From an optimization exercise on the open Yosys and OpenROAD flow, aimed at small area; shortcuts taken in it are not production practice.
Function was checked by simulation only, so behaviour that the tests miss may differ from the original.

### flow/run.sh
#!/bin/bash
# synth_recipe.tcl (not shown) runs the flow's synth.tcl, then flattens the netlist and writes it again
# the make line also repeats each setting of config.mk as NAME=value (left out here)
make -C /OpenROAD-flow-scripts/flow DESIGN_CONFIG=/design/flow/config.mk WORK_HOME=/design/flow/orfs CLKGATE_MAP_FILE= SYNTH_SCRIPT=/design/flow/synth_recipe.tcl finish
### flow/config.mk
export PLATFORM = sky130hd
export DESIGN_NAME = vfr_nn
export DESIGN_NICKNAME = vfr_nn
export VERILOG_FILES = /design/flow/design.v
export SDC_FILE = /design/flow/constraint.sdc
export NUM_CORES = 4
export LEC_CHECK = 0
export CAP_MARGIN = 20
export CELL_PAD_IN_SITES_DETAIL_PLACEMENT = 2
export CELL_PAD_IN_SITES_GLOBAL_PLACEMENT = 2
export CORE_MARGIN = 2
export CORE_UTILIZATION = 22
export PLACE_DENSITY = 0.4
export SLEW_MARGIN = 20
### flow/constraint.sdc
create_clock -name core_clock -period 12.0 [get_ports {clk}]
set_input_delay 2.4000 -clock core_clock [delete_from_list [all_inputs] [get_ports {clk}]]
set_output_delay 2.4000 -clock core_clock [all_outputs]
set_load 0.01 [all_outputs]
### flow/design.v
module relu_neuron #(
  parameter WIDTH = 16,
  parameter FRAC = 8
)(
    input                           clk,
    input                           rst,
    input 	signed	[WIDTH-1:0] 	input1,
    input 	signed 	[WIDTH-1:0] 	input2,
    input 	signed 	[WIDTH-1:0] 	weight1,
    input 	signed 	[WIDTH-1:0] 	weight2,
    input 	signed 	[WIDTH-1:0] 	bias,
    output 	reg signed 	[WIDTH-1:0] result
);
    wire	signed	[2*WIDTH-1:0]   mult1_full, mult2_full;
    wire 	signed	[WIDTH-1:0]     mult1_scaled, mult2_scaled;
    reg 	signed	[WIDTH-1:0]     mult1_reg, mult2_reg;
    reg     signed  [WIDTH-1:0]     bias_reg;
    wire 	signed	[WIDTH:0]       sum_partial, sum_total;
    reg     signed  [WIDTH:0]       sum_total_reg;
    assign mult1_full = input1 * weight1;
    assign mult2_full = input2 * weight2;
    assign mult1_scaled = mult1_full >>> FRAC;
    assign mult2_scaled = mult2_full >>> FRAC;
    always @(posedge clk or posedge rst) begin
        if (rst) begin
            mult1_reg <= {WIDTH{1'b0}};
            mult2_reg <= {WIDTH{1'b0}};
            bias_reg  <= {WIDTH{1'b0}};
        end else begin
            mult1_reg <= mult1_scaled;
            mult2_reg <= mult2_scaled;
            bias_reg  <= bias;
        end
    end
    assign sum_partial = mult1_reg + mult2_reg;
    assign sum_total = sum_partial + bias_reg;
    always @(posedge clk or posedge rst) begin
        if (rst) begin
            sum_total_reg <= {(WIDTH+1){1'b0}};
        end else begin
            sum_total_reg <= sum_total;
        end
    end
    always @(posedge clk or posedge rst) begin
        if (rst) begin
            result <= {WIDTH{1'b0}};
        end else begin
            result <= sum_total_reg[WIDTH] ? {WIDTH{1'b0}} : sum_total_reg[WIDTH-1:0];
        end
    end
endmodule
module sigmoid_neuron #(
  parameter WIDTH = 16,
  parameter FRAC = 8
)(
    input                           clk,
    input                           rst,
    input 	signed	[WIDTH-1:0] 	input1,
    input 	signed 	[WIDTH-1:0] 	input2,
    input 	signed	[WIDTH-1:0] 	input3,
    input 	signed 	[WIDTH-1:0] 	input4,
    input 	signed 	[WIDTH-1:0] 	weight1,
    input 	signed 	[WIDTH-1:0] 	weight2,
    input 	signed 	[WIDTH-1:0] 	weight3,
    input 	signed 	[WIDTH-1:0] 	weight4,
    input 	signed 	[WIDTH-1:0] 	bias,
    output 	reg signed 	[WIDTH-1:0] result
);
    wire	signed	[2*WIDTH-1:0]   mult1_full, mult2_full, mult3_full, mult4_full;
    wire 	signed	[WIDTH-1:0]     mult1_scaled, mult2_scaled, mult3_scaled, mult4_scaled;
    reg 	signed	[WIDTH-1:0]     mult1_reg, mult2_reg, mult3_reg, mult4_reg;
    reg     signed  [WIDTH-1:0]     bias_reg;
    wire 	signed	[WIDTH:0]       sum_partial, sum_total;
    reg     signed  [WIDTH:0]       sum_total_reg;
    wire    signed  [WIDTH-1:0]     sigmoid_out;
    assign mult1_full = input1 * weight1;
    assign mult2_full = input2 * weight2;
    assign mult3_full = input3 * weight3;
    assign mult4_full = input4 * weight4;
    assign mult1_scaled = mult1_full >>> FRAC;
    assign mult2_scaled = mult2_full >>> FRAC;
    assign mult3_scaled = mult3_full >>> FRAC;
    assign mult4_scaled = mult4_full >>> FRAC;
    always @(posedge clk or posedge rst) begin
        if (rst) begin
            mult1_reg <= {WIDTH{1'b0}};
            mult2_reg <= {WIDTH{1'b0}};
            mult3_reg <= {WIDTH{1'b0}};
            mult4_reg <= {WIDTH{1'b0}};
            bias_reg  <= {WIDTH{1'b0}};
        end else begin
            mult1_reg <= mult1_scaled;
            mult2_reg <= mult2_scaled;
            mult3_reg <= mult3_scaled;
            mult4_reg <= mult4_scaled;
            bias_reg  <= bias;
        end
    end
    assign sum_partial = mult1_reg + mult2_reg + mult3_reg + mult4_reg;
    assign sum_total = sum_partial + bias_reg;
    always @(posedge clk or posedge rst) begin
        if (rst) begin
            sum_total_reg <= {(WIDTH+1){1'b0}};
        end else begin
            sum_total_reg <= sum_total;
        end
    end
    function signed [WIDTH-1:0] sigmoid_lut;
        input signed [WIDTH:0] x;
        begin
            if (x <= -17'sd1024) begin   
                sigmoid_lut = 16'h0000;   
            end
            else if (x >= 17'sd1024) begin   
                sigmoid_lut = 16'h0100;   
            end
            else if (x <= -17'sd768) begin   
                sigmoid_lut = 16'h0005;   
            end
            else if (x <= -17'sd512) begin   
                sigmoid_lut = 16'h0012;   
            end
            else if (x <= -17'sd256) begin   
                sigmoid_lut = 16'h0049;   
            end
            else if (x <= 17'sd0) begin      
                sigmoid_lut = 16'h0080;   
            end
            else if (x <= 17'sd256) begin    
                sigmoid_lut = 16'h00B7;   
            end
            else if (x <= 17'sd512) begin    
                sigmoid_lut = 16'h00EE;   
            end
            else if (x <= 17'sd768) begin    
                sigmoid_lut = 16'h00FB;   
            end
            else begin                        
                sigmoid_lut = 16'h0100;   
            end
        end
    endfunction
    assign sigmoid_out = sigmoid_lut(sum_total_reg);
    always @(posedge clk or posedge rst) begin
        if (rst) begin
            result <= {WIDTH{1'b0}};
        end else begin
            result <= sigmoid_out;
        end
    end
endmodule
module vfr_nn #(
    parameter WIDTH = 16,
    parameter FRAC = 8
)(
    input                           clk,
    input                           rst,
    input signed    [WIDTH-1:0]     f1_input1,
    input signed    [WIDTH-1:0]     f2_input2,
    input signed    [WIDTH-1:0]     h1_w1,       
    input signed    [WIDTH-1:0]     h1_w2,       
    input signed    [WIDTH-1:0]     h1_bias,     
    input signed    [WIDTH-1:0]     h2_w1,       
    input signed    [WIDTH-1:0]     h2_w2,       
    input signed    [WIDTH-1:0]     h2_bias,     
    input signed    [WIDTH-1:0]     h3_w1,       
    input signed    [WIDTH-1:0]     h3_w2,       
    input signed    [WIDTH-1:0]     h3_bias,     
    input signed    [WIDTH-1:0]     h4_w1,       
    input signed    [WIDTH-1:0]     h4_w2,       
    input signed    [WIDTH-1:0]     h4_bias,     
    input signed    [WIDTH-1:0]     out_w11,      
    input signed    [WIDTH-1:0]     out_w12,      
    input signed    [WIDTH-1:0]     out_w13,      
    input signed    [WIDTH-1:0]     out_w14,      
    input signed    [WIDTH-1:0]     out_bias1,    
    input signed    [WIDTH-1:0]     out_w21,      
    input signed    [WIDTH-1:0]     out_w22,      
    input signed    [WIDTH-1:0]     out_w23,      
    input signed    [WIDTH-1:0]     out_w24,      
    input signed    [WIDTH-1:0]     out_bias2,    
    input signed    [WIDTH-1:0]     out_w31,      
    input signed    [WIDTH-1:0]     out_w32,      
    input signed    [WIDTH-1:0]     out_w33,      
    input signed    [WIDTH-1:0]     out_w34,      
    input signed    [WIDTH-1:0]     out_bias3,    
    input signed    [WIDTH-1:0]     out_w41,      
    input signed    [WIDTH-1:0]     out_w42,      
    input signed    [WIDTH-1:0]     out_w43,      
    input signed    [WIDTH-1:0]     out_w44,      
    input signed    [WIDTH-1:0]     out_bias4,    
    input signed    [WIDTH-1:0]     out_w51,      
    input signed    [WIDTH-1:0]     out_w52,      
    input signed    [WIDTH-1:0]     out_w53,      
    input signed    [WIDTH-1:0]     out_w54,      
    input signed    [WIDTH-1:0]     out_bias5,    
    input signed    [WIDTH-1:0]     out_w61,      
    input signed    [WIDTH-1:0]     out_w62,      
    input signed    [WIDTH-1:0]     out_w63,      
    input signed    [WIDTH-1:0]     out_w64,      
    input signed    [WIDTH-1:0]     out_bias6,    
    input signed    [WIDTH-1:0]     out_w71,      
    input signed    [WIDTH-1:0]     out_w72,      
    input signed    [WIDTH-1:0]     out_w73,      
    input signed    [WIDTH-1:0]     out_w74,      
    input signed    [WIDTH-1:0]     out_bias7,    
    input signed    [WIDTH-1:0]     out_w81,      
    input signed    [WIDTH-1:0]     out_w82,      
    input signed    [WIDTH-1:0]     out_w83,      
    input signed    [WIDTH-1:0]     out_w84,      
    input signed    [WIDTH-1:0]     out_bias8,    
    input signed    [WIDTH-1:0]     out_w91,      
    input signed    [WIDTH-1:0]     out_w92,      
    input signed    [WIDTH-1:0]     out_w93,      
    input signed    [WIDTH-1:0]     out_w94,      
    input signed    [WIDTH-1:0]     out_bias9,    
    input signed    [WIDTH-1:0]     out_w101,      
    input signed    [WIDTH-1:0]     out_w102,      
    input signed    [WIDTH-1:0]     out_w103,      
    input signed    [WIDTH-1:0]     out_w104,      
    input signed    [WIDTH-1:0]     out_bias10,    
    output signed   [WIDTH-1:0]     net_output1,
    output signed   [WIDTH-1:0]     net_output2,
    output signed   [WIDTH-1:0]     net_output3,
    output signed   [WIDTH-1:0]     net_output4,
    output signed   [WIDTH-1:0]     net_output5,
    output signed   [WIDTH-1:0]     net_output6,
    output signed   [WIDTH-1:0]     net_output7,
    output signed   [WIDTH-1:0]     net_output8,
    output signed   [WIDTH-1:0]     net_output9,
    output signed   [WIDTH-1:0]     net_output10
);
    wire signed [WIDTH-1:0] hidden1_out;
    wire signed [WIDTH-1:0] hidden2_out;
    wire signed [WIDTH-1:0] hidden3_out;
    wire signed [WIDTH-1:0] hidden4_out;
    relu_neuron #(
        .WIDTH(WIDTH),
        .FRAC(FRAC)
    ) hidden_neuron1 (
        .clk(clk),
        .rst(rst),
        .input1(f1_input1),
        .input2(f2_input2),
        .weight1(h1_w1),
        .weight2(h1_w2),
        .bias(h1_bias),
        .result(hidden1_out)
    );
    relu_neuron #(
        .WIDTH(WIDTH),
        .FRAC(FRAC)
    ) hidden_neuron2 (
        .clk(clk),
        .rst(rst),
        .input1(f1_input1),
        .input2(f2_input2),
        .weight1(h2_w1),
        .weight2(h2_w2),
        .bias(h2_bias),
        .result(hidden2_out)
    );
    relu_neuron #(
        .WIDTH(WIDTH),
        .FRAC(FRAC)
    ) hidden_neuron3 (
        .clk(clk),
        .rst(rst),
        .input1(f1_input1),
        .input2(f2_input2),
        .weight1(h3_w1),
        .weight2(h3_w2),
        .bias(h3_bias),
        .result(hidden3_out)
    );
    relu_neuron #(
        .WIDTH(WIDTH),
        .FRAC(FRAC)
    ) hidden_neuron4 (
        .clk(clk),
        .rst(rst),
        .input1(f1_input1),
        .input2(f2_input2),
        .weight1(h4_w1),
        .weight2(h4_w2),
        .bias(h4_bias),
        .result(hidden4_out)
    );
    sigmoid_neuron #(
        .WIDTH(WIDTH),
        .FRAC(FRAC)
    ) output_neuron1 (
        .clk(clk),
        .rst(rst),
        .input1(hidden1_out),
        .input2(hidden2_out),
        .input3(hidden3_out),
        .input4(hidden4_out),
        .weight1(out_w11),
        .weight2(out_w12),
        .weight3(out_w13),
        .weight4(out_w14),
        .bias(out_bias1),
        .result(net_output1)
    );
    sigmoid_neuron #(
        .WIDTH(WIDTH),
        .FRAC(FRAC)
    ) output_neuron2 (
        .clk(clk),
        .rst(rst),
        .input1(hidden1_out),
        .input2(hidden2_out),
        .input3(hidden3_out),
        .input4(hidden4_out),
        .weight1(out_w21),
        .weight2(out_w22),
        .weight3(out_w23),
        .weight4(out_w24),
        .bias(out_bias2),
        .result(net_output2)
    );
    sigmoid_neuron #(
        .WIDTH(WIDTH),
        .FRAC(FRAC)
    ) output_neuron3 (
        .clk(clk),
        .rst(rst),
        .input1(hidden1_out),
        .input2(hidden2_out),
        .input3(hidden3_out),
        .input4(hidden4_out),
        .weight1(out_w31),
        .weight2(out_w32),
        .weight3(out_w33),
        .weight4(out_w34),
        .bias(out_bias3),
        .result(net_output3)
    );
    sigmoid_neuron #(
        .WIDTH(WIDTH),
        .FRAC(FRAC)
    ) output_neuron4 (
        .clk(clk),
        .rst(rst),
        .input1(hidden1_out),
        .input2(hidden2_out),
        .input3(hidden3_out),
        .input4(hidden4_out),
        .weight1(out_w41),
        .weight2(out_w42),
        .weight3(out_w43),
        .weight4(out_w44),
        .bias(out_bias4),
        .result(net_output4)
    );
    sigmoid_neuron #(
        .WIDTH(WIDTH),
        .FRAC(FRAC)
    ) output_neuron5 (
        .clk(clk),
        .rst(rst),
        .input1(hidden1_out),
        .input2(hidden2_out),
        .input3(hidden3_out),
        .input4(hidden4_out),
        .weight1(out_w51),
        .weight2(out_w52),
        .weight3(out_w53),
        .weight4(out_w54),
        .bias(out_bias5),
        .result(net_output5)
    );
    sigmoid_neuron #(
        .WIDTH(WIDTH),
        .FRAC(FRAC)
    ) output_neuron6 (
        .clk(clk),
        .rst(rst),
        .input1(hidden1_out),
        .input2(hidden2_out),
        .input3(hidden3_out),
        .input4(hidden4_out),
        .weight1(out_w61),
        .weight2(out_w62),
        .weight3(out_w63),
        .weight4(out_w64),
        .bias(out_bias6),
        .result(net_output6)
    );
    sigmoid_neuron #(
        .WIDTH(WIDTH),
        .FRAC(FRAC)
    ) output_neuron7 (
        .clk(clk),
        .rst(rst),
        .input1(hidden1_out),
        .input2(hidden2_out),
        .input3(hidden3_out),
        .input4(hidden4_out),
        .weight1(out_w71),
        .weight2(out_w72),
        .weight3(out_w73),
        .weight4(out_w74),
        .bias(out_bias7),
        .result(net_output7)
    );
    sigmoid_neuron #(
        .WIDTH(WIDTH),
        .FRAC(FRAC)
    ) output_neuron8 (
        .clk(clk),
        .rst(rst),
        .input1(hidden1_out),
        .input2(hidden2_out),
        .input3(hidden3_out),
        .input4(hidden4_out),
        .weight1(out_w81),
        .weight2(out_w82),
        .weight3(out_w83),
        .weight4(out_w84),
        .bias(out_bias8),
        .result(net_output8)
    );
    sigmoid_neuron #(
        .WIDTH(WIDTH),
        .FRAC(FRAC)
    ) output_neuron9 (
        .clk(clk),
        .rst(rst),
        .input1(hidden1_out),
        .input2(hidden2_out),
        .input3(hidden3_out),
        .input4(hidden4_out),
        .weight1(out_w91),
        .weight2(out_w92),
        .weight3(out_w93),
        .weight4(out_w94),
        .bias(out_bias9),
        .result(net_output9)
    );
    sigmoid_neuron #(
        .WIDTH(WIDTH),
        .FRAC(FRAC)
    ) output_neuron10 (
        .clk(clk),
        .rst(rst),
        .input1(hidden1_out),
        .input2(hidden2_out),
        .input3(hidden3_out),
        .input4(hidden4_out),
        .weight1(out_w101),
        .weight2(out_w102),
        .weight3(out_w103),
        .weight4(out_w104),
        .bias(out_bias10),
        .result(net_output10)
    );
endmodule
==> run summary <==
[stage by stage]
step	utilization
floorplan	-
global placement	0.243
detailed placement	0.243
CTS	0.248
global route	0.248
finish	0.249
[per-layer routing]
layer	global-route usage	part of all wire	up-vias
met3	0.0237	0.031	1318
li1	-	-	128127
met5	0	0.00064	-
met4	0.0462	0.026	188
met2	0.370	0.49	3457
met1	0.279	0.45	161274
[Yosys cell counts (26+ instances only)]
| cell | number |
|---|---|
| nand2b_1 | 244 |
| buf_1 | 36 |
| a21oi_1 | 428 |
| dfrtp_1 | 1374 |
| and2_1 | 5202 |
| ha_1 | 3590 |
| or3_1 | 54 |
| or2_2 | 31 |
| o21a_1 | 165 |
| a21boi_0 | 43 |
| buf_4 | 80 |
| nor2_1 | 938 |
| nand3_1 | 172 |
| xnor2_1 | 1470 |
| nor2b_1 | 169 |
| xor2_1 | 435 |
| and3_1 | 96 |
| nor3_1 | 235 |
| o21ai_0 | 294 |
| a31oi_1 | 77 |
| a21o_1 | 164 |
| a211oi_1 | 61 |
| clkbuf_1 | 1953 |
| inv_1 | 11715 |
| nand4_1 | 66 |
| nand2_1 | 5508 |
| o21bai_1 | 48 |
| nor4_1 | 42 |
| and4_1 | 26 |
| fa_1 | 9466 |
[how the worst max path moves through the flow]
stage | from | to | slack (ps) | depth (start not counted)
2_1_floorplan | rst | hidden_neuron1.bias_reg[0] | -9410 | 1
3_3_place_gp | out_w33[4] | output_neuron3.mult3_reg[14] | 1820 | 21
3_5_place_dp | out_w33[4] | output_neuron3.mult3_reg[14] | 1710 | 21
4_1_cts | out_w33[4] | output_neuron3.mult3_reg[14] | 3050 | 21
5_1_grt | out_w33[5] | output_neuron3.mult3_reg[14] | 2740 | 21
6_report | out_w33[4] | output_neuron3.mult3_reg[14] | 3070 | 21
[worst max-delay path, cell delays in order]
cell and delay [ps]:
clkdlybuf4s50_1 860, and2_1 410, fa_1 530, inv_1 50, fa_1 460, fa_1 510
inv_1 60, fa_1 490, fa_1 490, inv_1 50, fa_1 530, inv_1 60
ha_1 340, a21o_1 220, a21oi_1 150, inv_1 50, a31oi_1 580, a21oi_1 330
a211o_1 390, a31o_2 280, xor2_1 650
[cells by family after synthesis]
kind of cell / Yosys count / share of synthesized area
adders and majority gates: 13057 / 0.569
muxes: 18 / 0.000458
and+or+nand+nor: 12834 / 0.155
buffers and inverters: 13802 / 0.126
other: 1 / 0.00000910
DFF: 1374 / 0.0834
AOI/OAI and AO/OA: 1593 / 0.0256
xor gates and xnor gates: 1905 / 0.0405
[cell usage in the layout, fill, tap and decap left out, drive strengths merged, types with 302 or more instances in the layout]
cell type / synthesis / final
diode: 0 / 584
clkdlybuf4s50: 0 / 1070
and2: 5204 / 5204
a21oi: 432 / 432
dfrtp: 1374 / 1374
fa: 9466 / 9466
xnor2: 1470 / 1470
clkbuf: 1953 / 302
inv: 11715 / 11736
nand2: 5508 / 5508
nor2: 938 / 938
buf: 127 / 847
o21ai: 308 / 308
xor2: 435 / 435
ha: 3590 / 3590
[area by class of cell]
class,count,area (sq um),share of cell area
diodes,584,1460,0.00315
clock buffers,302,6470,0.0139
clock inverters,127,1560,0.00336
inverters,11722,44000,0.0948
multi-input cells,29477,327000,0.704
flip-flops and latches,1374,34600,0.0746
well taps,24948,31200,0.0672
repair buffers,1917,17900,0.0385
==> run_results.csv <==
group,metric,value,unit
routing,drc,0,
finish,finalNonFillerCells,70451,
clock_network,cts_buffers,237,
floorplan,fp.coreArea,1.87,sq mm
yosys,synth_area,0.412,sq mm
yosys,synthArstFlopShare,1.00,
worst_hold_path,worstHoldPathType,"reg -> reg",
routing,drt-total-wl,1970,mm
timing,setup_ws,3070,ps
finish,area_growth,12.6,%
placed_design,gp_congestion,0.823,
yosys,yosysTopAreaCellShare,0.460,
clock_network,cts-root-buf,"clkbuf_16",
yosys,synth_edf_count,0,
worst_setup_path,end_kind,"flop",
yosys,yosys.area.top_type,"fa_1",
finish,drive_gt1_frac,0.0345,
placed_design,port_buffers,1115,
global_routing,grt_pass1_wl,2800,mm
yosys,yosys_warnings,2,
placed_design,dp.cells,69437,
yosys,syn_inst,44584,
clock_network,insertion_delay,1190,ps
worst_hold_path,holdCritStartpoint,"hidden_neuron4.sum_total_reg[6]",
timing,rsz0062_at_grt,"no",
worst_setup_path,critPathMaxFanout,16,
global_routing,grt_pass1_vias,356241,
floorplan,die-height,1.37,mm
outcome,status,"timing/DRC/antenna clean",
routing,num_vias,294364,
routing,viasPerCell,4.18,
routing,wire_per_inst,28.0,um
floorplan,row_count,502,
yosys,ys_top_cells_by_area,"fa_1 (46%), ha_1 (11%), inv_1 (11%), dfrtp_1 (8.3%), and2_1 (7.9%)",
floorplan,die-area,1.88,sq mm
clock_network,post-cts-setup-buffers,0,
timing,tightest_slew,1360,ps
routing,first_pass_iters,7,
yosys,yosysSeqAreaShare,0.0834,
timing,setup_tns,0,ps
timing,min_period,8930,ps
clock_network,clock-sinks,1374,
yosys,ys_types,87,
finish,num-fill-cells,209688,
worst_hold_path,whs_path_depth,1,
timing,hold_viol,0,
clock_network,cts_tree,"done",
worst_hold_path,hold_end,"hidden_neuron4.result[6]",
timing,finalClockSkew,128,ps
routing,drt_iter0_markers,11213,
floorplan,start_util,0.221,
clock_network,cts_max_level,4,
flow_run,cap_violations,0,
timing,whs,410,ps
worst_setup_path,start_kind,"input port",
finish,fin_nets,58811,
clock_network,clk_pin_slew,60,ps
global_routing,antenna_found_initial,680,
worst_setup_path,r2r-start,"hidden_neuron1.result[8]",
yosys,avgSynthCellArea,9.24,sq um
timing,setup_viol_count_final,0,
global_routing,grt_use_total,0.211,
clock_network,cts_resized,0,
floorplan,ios,1186,
worst_setup_path,timing.rr.end,"output_neuron3.mult1_reg[15]",
placed_design,dp_slack,1710,ps
timing,max_freq,112,MHz
timing,final_max_slew_viol_count,0,
finish,stdcell_area,0.464,sq mm
clock_network,cts_hold_buf,0,
global_routing,grt.overflow.total,0,
timing,slew_headroom,0.0921,
yosys,ys_ff_latch,1374,
global_routing,grt_max_degree,107,
worst_setup_path,path_class,"in -> reg",
placed_design,hpwl,1640,mm
yosys,synthFlopType,"dfrtp_1",
placed_design,place_area,0.455,sq mm
routing,ant_nets,0,
worst_setup_path,r2r_cells,21,
worst_setup_path,regToRegSetupSlack,3490,ps
worst_setup_path,worstPathRequired,12990,ps
timing,period_share,0.744,
floorplan,die-width,1.37,mm
clock_network,cts.path.max_buffers,5,
worst_setup_path,arrival,9920,ps

-- what the ideal ports hide --
No port has a modelled driver above. Below, the same layout with a new extraction and two added sets of constraints.
Step 1 sets driving cells, clkbuf_16 on the clock port and buf_2 on the other inputs (assumed; they add their load-dependent delay and slew).
Step 2 times the ports against the registers' clock, not the clock port: input delays grow and output delays shrink by t, the midpoint of the rising clock arrivals with the driver on.
Slacks: ideal ports / drivers / drivers and shift; pairs: ideal ports / drivers.
shift t [ns]: 1.310
slack for setup (ns): 3.071 / 2.993 / 1.683
hold WS [ns]: 0.410 / 0.410 / 0.410
cell pins on the clock port's net: 1
After both steps this run still meets setup and hold. The setup slack of this run moves by -0.078 ns with the drivers and by -1.388 ns with both steps.
